This is an optimization exercise on Yosys and OpenROAD, whose aim is small area, not a production implementation.
Where RTL was checked, it was by simulation tests only, not by an equivalence proof against the original.
Power is estimated from default activity; no workload was simulated.

== the previous run ==
==> flow/design.v (excerpt) <==
module firepi_top (
    input  clk_50mhz,
    input  rst,  
    input  uart_rx,  
    output uart_tx,
    input  uart1_rx,  
    output uart1_tx,
    output led_out,  
    output led_solved  
);
export LEC_CHECK = 0
export ABC_AREA = 1
export CAP_MARGIN = 20
export CORE_MARGIN = 2
export CORE_UTILIZATION = 40
export CTS_BUF_LIST = sky130_fd_sc_hd__clkbuf_8
export CTS_CLUSTER_DIAMETER = 80
export CTS_CLUSTER_SIZE = 14
export SLEW_MARGIN = 20
create_clock -name core_clock -period 20.0 [get_ports {clk_50mhz}]
run.sh (not shown) runs the stock make flow with config.mk's settings and CLKGATE_MAP_FILE= SYNTH_SCRIPT=/design/flow/synth_recipe.tcl, a recipe that flattens the netlist after the stock synthesis.
Edits applied to the flow inputs when going from the previous run to the current run:
--- a/flow/design.v
+++ b/flow/design.v
@@ -163,25 +163,24 @@
     reg processing, green, meas;
     reg [3:0] tbyte, tslot;
     reg [8:0] tq;        
     wire [8:0] tmr = tq ^ 9'h0AA;
     reg txr, nb;
     wire tend = (tmr == 9'h093);
     reg fr;
     reg [3:0] idx;       
     wire [3:0] nidx = idx + 4'd1;
     reg ready;
     reg wpend, wact;
     reg blkp, bact, bcopy, fwd;
-    reg [1:0] o;
     reg [2:0] lop;
     reg lact;
     reg [1:0] sub, hi;
     reg carry, prev, mcur, ep, eq;
     reg [13:0] rr;
     localparam [15:0] C4 = 16'd46344;    
     wire isH  = lop[2] & ~lop[1];
     wire h1   = lop[0];
     wire isM  = lop[2] & lop[1];
     wire isSW = ~lop[2] & lop[1];
     wire mv   = isH | isSW;              
     wire st0  = mv & (sub == 2'd0);
@@ -217,41 +216,41 @@
     wire cin = k0 ? ((st1 & isH) | neg) : carry;
     wire sum = fa_a ^ fa_b ^ cin;
     wire cout = (fa_a & fa_b) | (cin & (fa_a ^ fa_b));
     wire we_x = lact & (((st0 | st1) & lowh) | (hornH & blast & ~lowh) | madd);
     wire blkreq = (st == S_AP) | ((st == S_IDLE) & ~ready & rxv0 & (cls == 3'd3));
     wire [3:0] wk = idx;
     wire wdat = rxd1[ph4[2:0]];
     integer g;
     always @(*) begin
         for (g = 0; g < 4; g = g + 1) begin
             bin[g] = (wact && lowh && wk[2:1] == g && ph4[3] == ~wk[0]) ? wdat : bp[g];
             if (bact && lowh)
-                ain[g] = bcopy ? bp[g] : ((o == g) && (ph4 == 4'd14));
+                ain[g] = bcopy ? bp[g] : ((hi == g) && (ph4 == 4'd14));
             else if (we_x && xsel == g)
                 ain[g] = sum;
             else
                 ain[g] = ap[g];
         end
         accin = accp;
         if (lact && horn) accin = sum;
         else if (lact && st0 && lowh) accin = xr;
     end
     reg [7:0] cbyte;
     always @(*) begin
         case (tbyte[2:0])
             3'd7: cbyte = 8'hAA;
             3'd0: cbyte = {7'b0, green};
-            3'd2: cbyte = {7'b0011000, o[1]};
-            3'd3: cbyte = meas ? {7'b0011000, o[0]} : 8'h4B;
+            3'd2: cbyte = {7'b0011000, hi[1]};
+            3'd3: cbyte = meas ? {7'b0011000, hi[0]} : 8'h4B;
             3'd4: cbyte = 8'h0D;
             3'd5: cbyte = 8'h0A;
             default: cbyte = 8'h00;
         endcase
     end
     wire [2:0] nd = tslot[2:0];                   
     wire ampbyte = tbyte[3];
     assign tring = tbyte[2:1];
     wire tcap = ~ampbyte | (ph4 == {~tbyte[0], nd});
     wire ans = ~tbyte[3] & (tbyte[2:1] == 2'b01 || tbyte[2:1] == 2'b10);
     assign uart1_tx = txr | ans;
     assign uart_tx  = txr | ~ans;
@@ -267,50 +266,50 @@
     end
     always @(posedge clk) begin
         if (rst) begin
             st <= S_IDLE;
             processing <= 1'b0;
             green <= 1'b1;
             txr <= 1'b1;
             fr <= 1'b0;
             ready <= 1'b0;
             blkp <= 1'b1;
             bcopy <= 1'b0;
             bact <= 1'b0;
-            o <= 2'd0;
+            hi <= 2'd0;
             lop <= L_NONE;
             lact <= 1'b0;
         end else begin
             if (rxv1) begin
                 if (!fr) begin
                     if (rxd1 == 8'hAA) begin idx <= 4'd15; fr <= 1'b1; end
                 end else begin
                     if (nidx == 4'd8) gbuf <= rxd1[0];
                     if (nidx == 4'd9) begin ready <= 1'b1; fr <= 1'b0; end
                     idx <= nidx;
                 end
             end
             if (st == S_AP) ready <= 1'b0;
             case (st)
                 S_IDLE: begin
                     processing <= 1'b0;
                     if (ready) begin
                         processing <= 1'b1;
                         st <= S_AP;
                     end else if (rxv0) begin
                         processing <= 1'b1;
                         case (cls)
                             3'd3: begin      
                                 green <= 1'b1; meas <= 1'b0; tbyte <= 4'd3;
-                                blkp <= 1'b1; bcopy <= 1'b0; o <= 2'd0;
+                                blkp <= 1'b1; bcopy <= 1'b0; hi <= 2'd0;
                                 st <= S_D2;
                             end
                             3'd4: begin      
                                 green <= 1'b0; meas <= 1'b0; tbyte <= 4'd3;
                                 lop <= L_H0; st <= S_A1;
                             end
                             3'd5: begin      
                                 green <= 1'b0; meas <= 1'b0; tbyte <= 4'd3;
                                 lop <= L_SWX; st <= S_A1;
                             end
                             3'd6: begin      
                                 green <= 1'b1; meas <= 1'b1; tbyte <= 4'd7;
@@ -390,29 +389,29 @@
                                 hi[0] <= 1'b1;
                                 if (hi[0]) begin lop <= L_NONE; lact <= 1'b0; end
                             end
                         end
                     endcase
                 end else if (isM) begin
                     if (sub == 2'd0) begin
                         if (blast) sub <= 2'd1;
                     end else if (sub == 2'd1) begin
                         if (blast) sub <= 2'd2;
                     end else begin
                         sub <= 2'd0;
+                        if (sum) hi <= hi + 2'd1;
                         if (!sum || hi == 2'd2) begin
-                            o <= sum ? 2'd3 : hi;
                             lop <= L_NONE; lact <= 1'b0;
                             blkp <= 1'b1; bcopy <= 1'b0;
-                        end else hi <= hi + 2'd1;
+                        end
                     end
                 end
             end
         end
     end
     always @(posedge clk) begin
         if (rxv1 && fr && !nidx[3]) wpend <= 1'b1;
         else if (kend) wpend <= 1'b0;
         if (kend) wact <= wpend;
         else if (ph == 5'd15) wact <= 1'b0;
     end
     always @(posedge clk) begin
--- outcome ---
Between the previous run and the current run, the difference in maximum frequency from static timing analysis is negligible. The previous run and the current run ended up with nearly the same final cell area excluding filler cells. In the reports for the previous run and the current run, the larger overall routed net length belongs to the current run. Compared with the previous run, the current run shows a lower area occupied by registers. On the current run: number of distinct standard cells referenced by the synthesized netlist is 1 lower than what the previous run gave. Taking the previous run as the reference point, the relative area of non-clock buffer cells in the final design of the current run falls by 0.17 points. Worst setup timing slack at the placement stage improves in the current run relative to the previous run.
Function not checked in the current run: the RTL went through the layout flow alone.


## job 101
firepi_top, a different RTL version from the one above (not shown whole).
Size in the first run: roughly 1100 cells after synthesis, ~310 flip-flops.
Settings: LEC_CHECK=0, ABC_AREA=1, CAP_MARGIN=20, CORE_MARGIN=2, CORE_UTILIZATION=40, CTS_BUF_LIST=sky130_fd_sc_hd__clkbuf_8, CTS_CLUSTER_DIAMETER=80, CTS_CLUSTER_SIZE=14, SLEW_MARGIN=20; clock period 20.0 ns.
[inputs] job 102 vs job 101
diff --git a/flow/design.v b/flow/design.v
--- a/flow/design.v
+++ b/flow/design.v
@@ -30,31 +30,26 @@
             end
         end
     end
 endmodule
 module uart_rx_cmd (
     input  wire       clk,
     input  wire       rst,
     input  wire       rx,
-    input  wire       ld,
-    input  wire       hold,
-    input  wire [4:0] ldv,
-    output wire [4:0] keep,
     output reg  [2:0] cls,
     output reg        valid
 );
     reg [3:0] rs;
     reg [8:0] tq;       
     wire [8:0] tmr = tq ^ 9'h0AA;
     reg [3:0] lo;
     reg ok;
     wire idle = (rs == 4'd1);
     wire hit = (tmr == 9'h093);
-    assign keep = {ok, lo};
     wire g6 = (lo == 4'h8) | (lo == 4'h3) | (lo == 4'hD) | (lo == 4'h5);
     wire g3 = (lo[3:1] == 3'd0);
     reg want;
     always @(*) begin
         case (rs[1:0])
             2'd0: want = ~g6;
             2'd1: want = 1'b1;
             2'd2: want = ~g3;
@@ -71,18 +66,17 @@
             4'h3: cls = 3'd5;
             4'hD: cls = 3'd6;
             4'h5: cls = 3'd7;
             default: cls = 3'd0;
         endcase
     end
     always @(posedge clk) begin
         tq <= (idle ? 9'h1B2 : hit ? 9'h1FF : {tmr[7:0], tmr[8] ^ tmr[4]}) ^ 9'h0AA;
-        if (ld) {ok, lo} <= ldv;
-        else if (rs[3] && hit && !hold) begin
+        if (rs[3] && hit) begin
             if (!rs[2]) begin
                 lo <= {rx, lo[3:1]};
                 ok <= 1'b1;
             end else if (rx != want) ok <= 1'b0;
         end
     end
     always @(posedge clk) begin
         if (rst) begin
@@ -136,21 +130,17 @@
     reg [15:0] lfq;      
     wire [15:0] lfsr = lfq ^ LINV;
     always @(posedge clk)
         if (rst) lfq <= 16'hACE1 ^ LINV;
         else lfq <= {lfsr[14:0], lfsr[15] ^ lfsr[13] ^ lfsr[12] ^ lfsr[10]} ^ LINV;
     wire [7:0] rxd1;
     wire [2:0] cls;      
     wire rxv0, rxv1;
-    wire rld, rhold;
-    wire [13:0] nrn;     
-    wire [4:0] rkeep;
-    uart_rx_cmd u_rx0 (.clk(clk), .rst(rst), .rx(uart_rx), .ld(rld), .hold(rhold),
-                       .ldv(nrn[4:0]), .keep(rkeep), .cls(cls), .valid(rxv0));
+    uart_rx_cmd u_rx0 (.clk(clk), .rst(rst), .rx(uart_rx), .cls(cls), .valid(rxv0));
     wire wrot;
     uart_rx u_rx1 (.clk(clk), .rst(rst), .rx(uart1_rx), .rot(wrot), .data(rxd1), .valid(rxv1));
     reg [15:0] a0, a1, a2, a3;    
     reg [15:0] b0, b1, b2, b3;    
     reg        gbuf;              
     reg [31:0] acc;               
     wire [3:0] ap = {a3[0], a2[0], a1[0], a0[0]};
     wire [3:0] bp = {b3[0], b2[0], b1[0], b0[0]};
@@ -184,18 +174,17 @@
     wire [3:0] nidx = idx + 4'd1;
     reg ready;
     reg wpend, wact;
     reg blkp, bact, bcopy, fwd;
     reg [2:0] lop;
     reg lact;
     reg [1:0] sub, hi;
     reg carry, prev, mcur, ep;
-    reg [8:0] rr;        
-    wire [13:0] nr = {rr, rkeep};
+    reg [13:0] rr;
     localparam [15:0] C4 = 16'd46344;    
     wire isH  = lop[2] & ~lop[1];
     wire h1   = lop[0];
     wire isM  = lop[2] & lop[1];
     wire isSW = ~lop[2] & lop[1];
     wire mv   = isH | isSW;              
     wire st0  = mv & (sub == 2'd0);
     wire st1  = mv & (sub == 2'd1);
@@ -216,29 +205,26 @@
     wire qr = ap[qsel];
     wire ext = (isH & hi[1]) ? mcur : ep;
     wire xk = lowh ? xr : ext;
     wire mbit = isH ? C4[j] : mcur;
     wire neg = mhorn & bfirst;
     wire first = bfirst & horn;
     wire accp = acc[0];
     wire pm = (isM & ~lowh) ? ep : (mbit & xk);
-    wire [15:0] rpos = {nr[1:0], 2'b00, nr[13:2]};
+    wire [15:0] rpos = {rr[1:0], 2'b00, rr[13:2]};
     wire injb = (ph < 5'd14) ? 1'b0 : (ph >= 5'd28) ? 1'b1 : rpos[ph[3:0]];
     wire fa_a = st0 ? (isH & xr) : (st1 | madd) ? accp :
                 (horn & ~first & ~k0) ? prev : 1'b0;
     wire fa_b = st0 ? qr : st1 ? (isH & ~xr) :
                 madd ? ((hi == 2'd0) ? injb : xr) : (neg ? ~pm : pm);
     wire cin = k0 ? ((st1 & isH) | neg) : carry;
     wire sum = fa_a ^ fa_b ^ cin;
     wire cout = (fa_a & fa_b) | (cin & (fa_a ^ fa_b));
     wire we_x = lact & (((st0 | st1) & lowh) | (hornH & blast & ~lowh) | madd);
-    assign nrn = ~lfsr[13:0];
-    assign rld = (st == S_D2);
-    assign rhold = isM;
     wire blkreq = (st == S_AP) | ((st == S_IDLE) & ~ready & rxv0 & (cls == 3'd3));
     wire [3:0] wk = idx;
     assign wrot = wact & lowh;
     wire wdat = rxd1[0];
     integer g;
     always @(*) begin
         for (g = 0; g < 4; g = g + 1) begin
             bin[g] = (wact && lowh && wk[2:1] == g && ph4[3] == ~wk[0]) ? wdat : bp[g];
@@ -358,17 +344,17 @@
                 end
                 S_A2: if (rxv0) begin
                     if (!((lop == L_SW13 && cls == 3'd2) || (lop == L_SW23 && cls == 3'd1)))
                         lop <= L_NONE;
                     st <= S_D1;
                 end
                 S_D3: st <= S_D2;
                 S_D2: begin
-                    rr <= nrn[13:5];
+                    rr <= ~lfsr[13:0];
                     st <= S_D1;
                 end
                 S_D1: st <= S_TX;
                 S_TX: begin
                     if (tend) begin
                         if (tslot == 4'd15) txr <= 1'b0;
                         else if (!tslot[3]) txr <= ampbyte ? ep : cbyte[nd];
                         else if (tslot == 4'd8) txr <= 1'b1;
On met3 layer wire length in the routed design, the higher figure sits with job 102, not job 101.
On relative area change from synthesis to final layout, job 102 and job 101 are basically level.
Maximum clock rate in job 102 is 0.98% higher than in job 101
Looking at worst setup slack across both flows, job 102 is the stronger of the two, with job 101 trailing.
Relative to job 101, final hold slack has increased by 5.4 ps in job 102.
Going from job 101 to job 102, the transition at the pin with the smallest max-transition slack was found to have gone up by 30 ps.
When job 102 is set beside job 101, its minimum clock period after layout turns out to be 59 ps smaller.
Cell count: job 102 vs job 101 down 0.67%
The proportion of power drawn by flip-flops and latches of job 102 exceeds that of job 101 by 1.7 points.
Diff job 101 -> job 102: met2 global-route usage saw an increase, fill cell total of the finished layout saw a decrease.
Re sequential power: job 102 and job 101 aren't equal, and the higher value belongs to job 102.
Job 102 completed end to end with timing, DRC and antenna clean.
Job 102 vs job 101 — wire length climbed slightly
Only the layout flow was run in job 101; the RTL was not checked for function there.


Another version of the RTL of firepi_top (not shown whole).
For scale: about 1100 cells after synthesis, roughly 320 flip-flops, roughly 8 I/O pins, about 0.011 mm^2 of cells after synthesis.
==> flow/design.v (excerpt) <==
module firepi_top (
    input  clk_50mhz,
    input  rst,  
    input  uart_rx,  
    output uart_tx,
    input  uart1_rx,  
    output uart1_tx,
    output led_out,  
    output led_solved  
);
clock: 20.0 ns
lec_check: 0
abc_area: 1
cap_margin: 20
core_margin: 2
core_utilization: 40
cts_buf_list: sky130_fd_sc_hd__clkbuf_8
cts_cluster_diameter: 80
cts_cluster_size: 14
slew_margin: 20
Edit:
--- a/flow/design.v
+++ b/flow/design.v
@@ -171,15 +171,14 @@
     wire tend = (tmr == 9'h093);
     reg fr;
     reg [3:0] idx;       
     wire [3:0] nidx = idx + 4'd1;
     reg ready;
     reg wpend, wact;
     reg blkp, bact, bcopy, fwd;
-    reg [1:0] o;
     reg [2:0] lop;
     reg lact;
     reg [1:0] sub, hi;
     reg carry, prev, mcur, ep, eq;
     reg [13:0] rr;
     localparam [15:0] C4 = 16'd46344;    
     wire isH  = lop[2] & ~lop[1];
@@ -226,31 +225,31 @@
     assign wrot = wact & lowh;
     wire wdat = rxd1[0];
     integer g;
     always @(*) begin
         for (g = 0; g < 4; g = g + 1) begin
             bin[g] = (wact && lowh && wk[2:1] == g && ph4[3] == ~wk[0]) ? wdat : bp[g];
             if (bact && lowh)
-                ain[g] = bcopy ? bp[g] : ((o == g) && (ph4 == 4'd14));
+                ain[g] = bcopy ? bp[g] : ((hi == g) && (ph4 == 4'd14));
             else if (we_x && xsel == g)
                 ain[g] = sum;
             else
                 ain[g] = ap[g];
         end
         accin = accp;
         if (lact && horn) accin = sum;
         else if (lact && st0 && lowh) accin = xr;
     end
     reg [7:0] cbyte;
     always @(*) begin
         case (tbyte[2:0])
             3'd7: cbyte = 8'hAA;
             3'd0: cbyte = {7'b0, green};
-            3'd2: cbyte = {7'b0011000, o[1]};
-            3'd3: cbyte = meas ? {7'b0011000, o[0]} : 8'h4B;
+            3'd2: cbyte = {7'b0011000, hi[1]};
+            3'd3: cbyte = meas ? {7'b0011000, hi[0]} : 8'h4B;
             3'd4: cbyte = 8'h0D;
             3'd5: cbyte = 8'h0A;
             default: cbyte = 8'h00;
         endcase
     end
     wire [2:0] nd = tslot[2:0];                   
     wire ampbyte = tbyte[3];
@@ -276,15 +275,15 @@
             green <= 1'b1;
             txr <= 1'b1;
             fr <= 1'b0;
             ready <= 1'b0;
             blkp <= 1'b1;
             bcopy <= 1'b0;
             bact <= 1'b0;
-            o <= 2'd0;
+            hi <= 2'd0;
             lop <= L_NONE;
             lact <= 1'b0;
         end else begin
             if (rxv1) begin
                 if (!fr) begin
                     if (rxd1 == 8'hAA) begin idx <= 4'd15; fr <= 1'b1; end
                 end else begin
@@ -301,15 +300,15 @@
                         processing <= 1'b1;
                         st <= S_AP;
                     end else if (rxv0) begin
                         processing <= 1'b1;
                         case (cls)
                             3'd3: begin      
                                 green <= 1'b1; meas <= 1'b0; tbyte <= 4'd3;
-                                blkp <= 1'b1; bcopy <= 1'b0; o <= 2'd0;
+                                blkp <= 1'b1; bcopy <= 1'b0; hi <= 2'd0;
                                 st <= S_D2;
                             end
                             3'd4: begin      
                                 green <= 1'b0; meas <= 1'b0; tbyte <= 4'd3;
                                 lop <= L_H0; st <= S_A1;
                             end
                             3'd5: begin      
@@ -399,19 +398,19 @@
                 end else if (isM) begin
                     if (sub == 2'd0) begin
                         if (blast) sub <= 2'd1;
                     end else if (sub == 2'd1) begin
                         if (blast) sub <= 2'd2;
                     end else begin
                         sub <= 2'd0;
+                        if (sum) hi <= hi + 2'd1;
                         if (!sum || hi == 2'd2) begin
-                            o <= sum ? 2'd3 : hi;
                             lop <= L_NONE; lact <= 1'b0;
                             blkp <= 1'b1; bcopy <= 1'b0;
-                        end else hi <= hi + 2'd1;
+                        end
                     end
                 end
             end
         end
     end
     always @(posedge clk) begin
         if (rxv1 && fr && !nidx[3]) wpend <= 1'b1;
Maximum frequency climbs by 1.1%.
Cell area drops by about 2%.
Register-to-register slack gets better by 0.31 ns.
Setup slack gets better by 0.065 ns.
Area after synthesis drops by about 2%.
Hold slack gets worse by 0.0070 ns.
Die area drops by 1.9%.
Function not checked in the first run of this note: the RTL went through the layout flow alone.

[re-timing with driven ports]
The flow's constraints put no driver on any port. The routed layouts listed below were extracted and timed again, unchanged, in two steps.
Step 1 sets driving cells, clkbuf_16 on the clock port and buf_2 on the other inputs (assumed; they add their load-dependent delay and slew).
Step 2 also shifts input and output timing later by t, the mid clock arrival at the registers, as if the neighbouring blocks saw the same clock.
Three values: no drivers, after step 1, after step 2; two values: the first two.
| run | shift t [ns] | setup slack, ns | hold WS [ns] | worst register clock-pin slew, ns | worst data-port slew with drivers (ns) |
|---|---|---|---|---|---|
| the previous run | 0.599 | 13.925 / 13.881 / 13.993 | 0.317 / 0.317 / 0.317 | 0.10 / 0.10 | 0.03 |
| the current run | 0.597 | 13.942 / 13.902 / 13.984 | 0.315 / 0.315 / 0.315 | 0.11 / 0.11 | 0.03 |
| job 101 | 0.605 | 13.858 / 13.818 / 14.137 | 0.296 / 0.296 / 0.296 | 0.11 / 0.11 | 0.03 |
| job 102 | 0.596 | 13.918 / 13.876 / 13.793 | 0.301 / 0.301 / 0.301 | 0.12 / 0.12 | 0.03 |
| the first run of note 3 | 0.601 | 13.842 / 13.798 / 13.515 | 0.308 / 0.308 / 0.308 | 0.10 / 0.10 | 0.03 |
| the second run of note 3 | 0.593 | 13.907 / 13.864 / 13.988 | 0.301 / 0.301 / 0.301 | 0.11 / 0.11 | 0.03 |
After both steps every run listed still meets setup and hold. For the first run of note 3, which loses most, drivers alone change the setup slack by -0.044 ns; drivers and shift together by -0.327 ns.
